This is an optimization exercise on Yosys and OpenROAD, whose aim is small area, a short achievable clock period and few clock cycles, not a production implementation. Where RTL was checked, it was by simulation tests only, not by an equivalence proof against the original. Power and IR drop assume default switching activity.

build 87:
Design cpu, start of the top module:
module cpu(Clk, Reset_N, readM1, address1, data1, readM2, writeM2, address2, data2_in, data2_out, num_inst, output_port, is_halted);
clock: 12.0 ns
lec_check: 0
abc_clock_period_in_ps: 2000
cap_margin: 20
core_margin: 2
core_utilization: 40
setup_slack_margin: 5
slew_margin: 20
synth_memory_max_bits: 16384
standard.sh (not shown) runs the stock make flow with config.mk's settings and CLKGATE_MAP_FILE= SYNTH_SCRIPT=/design/flow/synth_recipe.tcl, a recipe that flattens the netlist after the stock synthesis.
==> flow/flow/run.sh <==
#!/bin/bash
# The standard layout, with timing repair aimed at a shorter period than
# the clock constraint (the constraint itself is unchanged).
bash standard.sh SETUP_SLACK_MARGIN=8.5 finish > standard.log 2>&1
Build 87 reached the end of the flow, and the finished layout is clean on the timing, design-rule and antenna checks.
Testbench counts of build 87, summed over its fixed seeds: cycles 9,944.
Inputs modified between build 87 and build 75:
# build 87
export LEC_CHECK = 0
export ABC_CLOCK_PERIOD_IN_PS = 2000
export CAP_MARGIN = 20
export CORE_MARGIN = 2
export CORE_UTILIZATION = 40
export SETUP_SLACK_MARGIN = 5
export SLEW_MARGIN = 20
export SYNTH_MEMORY_MAX_BITS = 16384
create_clock -name core_clock -period 12.0 [get_ports {Clk}]
# build 75
export LEC_CHECK = 0
export ABC_CLOCK_PERIOD_IN_PS = 3000
export CAP_MARGIN = 20
export CORE_MARGIN = 2
export CORE_UTILIZATION = 60
export SETUP_SLACK_MARGIN = 5
export SLEW_MARGIN = 20
export SYNTH_MEMORY_MAX_BITS = 16384
create_clock -name core_clock -period 12.0 [get_ports {Clk}]
--- outcome ---
Re overall power after layout: build 75 and build 87 aren't equal, and the higher value belongs to build 87. Side by side, sequential group share of total power turned out higher in build 75 than in build 87. Re compound-cell area share of the yosys netlist: no difference whatsoever between build 75 and build 87.
Modified inputs, build 36 compared to build 75
# build 75
export LEC_CHECK = 0
export ABC_CLOCK_PERIOD_IN_PS = 3000
export CAP_MARGIN = 20
export CORE_MARGIN = 2
export CORE_UTILIZATION = 60
export SETUP_SLACK_MARGIN = 5
export SLEW_MARGIN = 20
export SYNTH_MEMORY_MAX_BITS = 16384
create_clock -name core_clock -period 12.0 [get_ports {Clk}]
# build 36
export LEC_CHECK = 0
export ABC_CLOCK_PERIOD_IN_PS = 3000
export CAP_MARGIN = 20
export CORE_MARGIN = 2
export CORE_UTILIZATION = 40
export SETUP_SLACK_MARGIN = 5
export SLEW_MARGIN = 20
export SYNTH_MEMORY_MAX_BITS = 16384
create_clock -name core_clock -period 12.0 [get_ports {Clk}]
diff --git a/flow/flow/run.sh b/flow/flow/run.sh
--- a/flow/flow/run.sh
+++ b/flow/flow/run.sh
@@ -4 +4 @@
-bash standard.sh SETUP_SLACK_MARGIN=8.5 finish > standard.log 2>&1
+bash standard.sh SETUP_SLACK_MARGIN=9.5 finish > standard.log 2>&1
--- outcome ---
Looking at global routing met2 resource utilization across build 75 and build 36, the one that comes out lower is build 36. Build 36 against build 75; tap cell count is up by more than half. Build 75 has higher initial standard-cell utilization of the core than build 36. Build 36 completed; timing, DRC and antenna clean. Launch point of the critical path: ir[11]$_DFFE_PN_ -> build 75, data1[31] -> build 36. Looking at hold slack, build 36 sits 0.0078 ns below build 75. Going from build 75 to build 36, maximum number of pins on one net before global-route repair shows a reduction of 28%; depth of the worst register-to-register path did not really move; power went up 0.00052 W; maximum fanout along the worst path fell 5; highest clock frequency the design can meet saw an increase. The die used by build 36 is larger than the one used by build 75. Combinational power is lower on build 75.

---

## rev 12
Starting RTL as in the previous note.
==> flow/design.v (excerpt) <==
module cpu(Clk, Reset_N, readM1, address1, data1, readM2, writeM2, address2, data2_in, data2_out, num_inst, output_port, is_halted);
export LEC_CHECK = 0
export ABC_AREA = 1
export CAP_MARGIN = 20
export CORE_MARGIN = 2
export CORE_UTILIZATION = 50
export CTS_BUF_LIST = sky130_fd_sc_hd__clkbuf_8
export CTS_CLUSTER_SIZE = 30
export SETUP_SLACK_MARGIN = 5
export SLEW_MARGIN = 20
export SYNTH_MEMORY_MAX_BITS = 16384
create_clock -name core_clock -period 12.0 [get_ports {Clk}]
==> flow/flow/run.sh <==
#!/bin/bash
# The standard layout, with timing repair aimed at a shorter period than
# the clock constraint (the constraint itself is unchanged).
bash standard.sh SETUP_SLACK_MARGIN=7.9 finish > standard.log 2>&1
Testbench counts of rev 12, summed over its fixed seeds: cycles 9,944.
What rev 13 does differently from rev 12 at the input level:
- ABC_AREA removed (was 1)
- CTS_BUF_LIST removed (was sky130_fd_sc_hd__clkbuf_8)
- CORE_UTILIZATION changed from 50 to 40
- ABC_CLOCK_PERIOD_IN_PS newly set to 3000
- CTS_CLUSTER_SIZE removed (was 30)
==> flow/flow/run.sh <==
#!/bin/bash
# The standard layout, with timing repair aimed at a shorter period than
# the clock constraint (the constraint itself is unchanged).
bash standard.sh SETUP_SLACK_MARGIN=8.2 finish > standard.log 2>&1
==> comparison <==
Rev 13 reached the final stage; the timing, design-rule and antenna checks on its layout passed.
Rev 13: adder and majority gate portion of the synthesized area higher than rev 12
From rev 13 to rev 12, maximum clock insertion buffer count did not move at all.
Sort rev 13 and rev 12 by buffers plus inverters on the worst setup path desc -> top: rev 13
Between rev 12 and rev 13, number of library cell types mapped by synthesis increased.
Clock-buffer cell count, rev 13 and rev 12, higher one = rev 12.
Changes observed in rev 13 relative to rev 12: power shows a reduction of 0.52 mW, smallest hold slack shows no meaningful change, first-iteration DRC count shows a reduction of 25%, area enclosed by the die boundary shows an increase of about 20%.
Comparing rev 13 and rev 12, met3 global-route usage is lower on rev 13.
Post-route minimum period (lower): rev 12

---

cpu, a different RTL version from the one above (not shown whole).
For scale: roughly 500 flip-flops, ~260 I/O pins, roughly 26000 µm² of cells after synthesis.
## cpu
module cpu(Clk, Reset_N, readM1, address1, data1, readM2, writeM2, address2, data2_in, data2_out, num_inst, output_port, is_halted);
	input Clk;
	input Reset_N;
	output readM1;
	output [16-1:0] address1;
	input [64-1:0] data1;
	output readM2;
	output writeM2;
	output [16-1:0] address2;
	input [64-1:0] data2_in;
	output [64-1:0] data2_out;
	output [16-1:0] num_inst;
	output [16-1:0] output_port;
	output is_halted;
	reg [15:0] pc;               
	reg [63:0] s0, s1;           
	reg vs0, vs1;                
	reg pa0, pa1;                
	reg pb0, pb1;                
	reg [13:0] ra;               
	reg rqv, rqs;                
	reg xv;                      
	reg [15:0] ir;
	reg [15:0] xl;               
	reg [3:0] xtop;              
	reg xdef, xwr, xld, xst, xhlt, xmem;
	reg [1:0] xrd;
	reg xbne, xbeq, xbgz, xblz, xjr, xjx, xlnk;
	reg xurs, xurt;              
	reg xadd, xsub, xtcp, xaddi, xand, xorr, xori, xnot, xshl, xshr, xlhi;
	reg fa1, fa2, fa3;           
	reg fb1, fb2, fb3;           
	reg la1, la2, la3;           
	reg lb1, lb2, lb3;           
	reg m1v, m1w, m1ld, m1st, m1hlt, m1mem;
	reg [1:0] m1rd, m1rs, m1rt;
	reg [15:0] m1res;
	reg m2v, m2w, m2ld, m2st, m2hlt;
	reg [1:0] m2rd, m2rs, m2rt;
	reg [15:0] m2res;
	reg m3v, m3w, m3ld, m3st, m3hlt;
	reg [1:0] m3rd, m3rs, m3rt;
	reg [15:0] m3res;
	reg [15:0] R0, R1, R2, R3;
	reg [63:0] sline;            
	reg [15:0] a2;               
	reg swr;
	reg [15:0] ninst;
	reg [15:0] outp;
	assign readM1 = rqv;
	assign address1 = {ra, 2'b00};
	wire cur = pc[2];
	wire [13:0] cl = pc[15:2];
	wire [13:0] cl1 = cl + 14'd1;
  ...
export LEC_CHECK = 0
export ABC_CLOCK_PERIOD_IN_PS = 3000
export CAP_MARGIN = 20
export CORE_MARGIN = 2
export CORE_UTILIZATION = 40
export SETUP_SLACK_MARGIN = 5
export SLEW_MARGIN = 20
export SYNTH_MEMORY_MAX_BITS = 16384
create_clock -name core_clock -period 12.0 [get_ports {Clk}]
==> flow/flow/run.sh <==
#!/bin/bash
# The standard layout, with timing repair aimed at a shorter period than
# the clock constraint (the constraint itself is unchanged).
bash standard.sh SETUP_SLACK_MARGIN=8.5 finish > standard.log 2>&1
The starting point completed without violations.
Then changed:
--- a/flow/flow/run.sh
+++ b/flow/flow/run.sh
@@ -4 +4 @@
-bash standard.sh SETUP_SLACK_MARGIN=8.5 finish > standard.log 2>&1
+bash standard.sh SETUP_SLACK_MARGIN=7.9 finish > standard.log 2>&1
Settings changed: ABC_AREA set to 1, ABC_CLOCK_PERIOD_IN_PS 3000 to not set.
What happened: Wire length rose by a little under a tenth. Via count increases by about a fifth. First-iteration DRC count climbs by a quarter to a third. Setup slack is better by 0.21 ns.
No functional check of the RTL was part of any run of this note.

---

cpu with an RTL version that a note above also has.
Size: roughly 500 flip-flops, roughly 260 I/O pins.
## cpu
module cpu(Clk, Reset_N, readM1, address1, data1, readM2, writeM2, address2, data2_in, data2_out, num_inst, output_port, is_halted);
Settings: LEC_CHECK=0, ABC_AREA=1, CAP_MARGIN=20, CORE_MARGIN=2, CORE_UTILIZATION=40, SETUP_SLACK_MARGIN=5, SLEW_MARGIN=20, SYNTH_MEMORY_MAX_BITS=16384; clock period 12.0 ns.
==> flow/flow/run.sh <==
#!/bin/bash
# The standard layout, with timing repair aimed at a shorter period than
# the clock constraint (the constraint itself is unchanged).
bash standard.sh SETUP_SLACK_MARGIN=7.9 finish > standard.log 2>&1
Testbench counts at the start, summed over its fixed seeds: cycles 9,944.
Change:
==> flow/flow/run.sh (replaced) <==
#!/bin/bash
# The standard layout, with timing repair aimed at a shorter period than
# the clock constraint (the constraint itself is unchanged).
bash standard.sh SETUP_SLACK_MARGIN=8.5 finish > standard.log 2>&1
- ABC_AREA: 1 -> not set
- ABC_CLOCK_PERIOD_IN_PS: not set -> 3000
- TNS_END_PERCENT: not set -> 10
Effect: The changed run produced a clean layout; power fell by a few percent; sequential power is about the same; global-route usage goes down by 1.6 points; critical path depth went up by 20; die area falls by a few percent; sequential share of layout area decreases by 2.3 points; final area increases by a few percent; fmax fell by a few percent; hold slack degrades by 0.010 ns; clock power came out lower by a few percent; worst setup slack degrades by 0.14 ns.
Change:
==> flow/flow/run.sh (replaced) <==
#!/bin/bash
# The standard layout, with timing repair aimed at a shorter period than
# the clock constraint (the constraint itself is unchanged).
bash standard.sh SETUP_SLACK_MARGIN=7.9 finish > standard.log 2>&1
- CAP_MARGIN: 20 -> 10
- SLEW_MARGIN: 20 -> 10
- TNS_END_PERCENT: 10 -> not set
Result: The changed run ran to the end with no violations; sequential share of layout area rises by 1.3 points; core utilization falls by 1.9 points; total power falls by 4.0%; design area falls by about 3.6%; critical path depth falls by 3; worst setup slack gets better by 0.048 ns; clock skew rises by 0.0074 ns; routed wire length falls by about 2.8%; worst hold slack gets better by 0.0046 ns; combinational power falls by about 10%.
Change:
==> flow/flow/run.sh (replaced) <==
#!/bin/bash
# The standard layout, with timing repair aimed at a shorter period than
# the clock constraint (the constraint itself is unchanged).
bash standard.sh SETUP_SLACK_MARGIN=8.3 finish > standard.log 2>&1
- ABC_AREA: not set -> 1
- ABC_CLOCK_PERIOD_IN_PS: 3000 -> not set
- CAP_MARGIN: 10 -> 20
- SLEW_MARGIN: 10 -> 20
Final cell count rises by 28%.
Global-route usage rises by 3.3 points.
Cell area rises by 1.1%.
Die area rises by 3.5%.
Wire length rises by 14%.
Synthesized cell count rises by 40%.
Hold slack improves by 0.0081 ns.
Setup slack improves by 0.20 ns.
Clock-buffer cell count falls by 10.

[re-timing with driven ports]
In the flow no input, the clock included, has a driving cell. The finished layouts below were timed again as built, in two steps.
Step 1 sets driving cells, clkbuf_16 on the clock port and buf_2 on the other inputs (assumed; they add their load-dependent delay and slew).
Step 2 also shifts input and output timing later by t, the mid clock arrival at the registers, as if the neighbouring blocks saw the same clock.
Slacks: ideal / step 1 / step 2; pairs: ideal / step 1.
| run | t (ns) | setup slack, ns | worst setup path after step 2 | worst slew at a driven data input, ns |
|---|---|---|---|---|
| build 87 | 0.683 | 7.953 / 7.973 / 7.300 | input to register | 0.06 |
| build 75 | 0.686 | 7.759 / 7.759 / 7.277 | input to register | 0.11 |
| build 36 | 0.682 | 7.901 / 7.929 / 7.251 | input to register | 0.07 |
| rev 12 | 0.752 | 7.916 / 7.899 / 7.283 | input to register | 0.09 |
| rev 13 | 0.683 | 7.856 / 7.856 / 7.407 | input to register | 0.06 |
| the first run of note 3 | 0.674 | 7.768 / 7.768 / 7.502 | input to register | 0.07 |
| the second run of note 3 | 0.688 | 7.979 / 7.945 / 7.333 | input to register | 0.11 |
| the first run of note 4 | 0.688 | 7.993 / 7.929 / 7.367 | input to register | 0.09 |
| the second run of note 4 | 0.677 | 7.852 / 7.852 / 7.421 | input to register | 0.06 |
| the third run of note 4 | 0.670 | 7.900 / 7.900 / 7.279 | input to register | 0.05 |
| the fourth run of note 4 | 0.698 | 8.099 / 8.099 / 7.537 | input to register | 0.08 |
After both steps setup and hold are still met in every run listed. For build 87, which loses most, drivers alone change the setup slack by +0.020 ns; drivers and shift together by -0.653 ns.
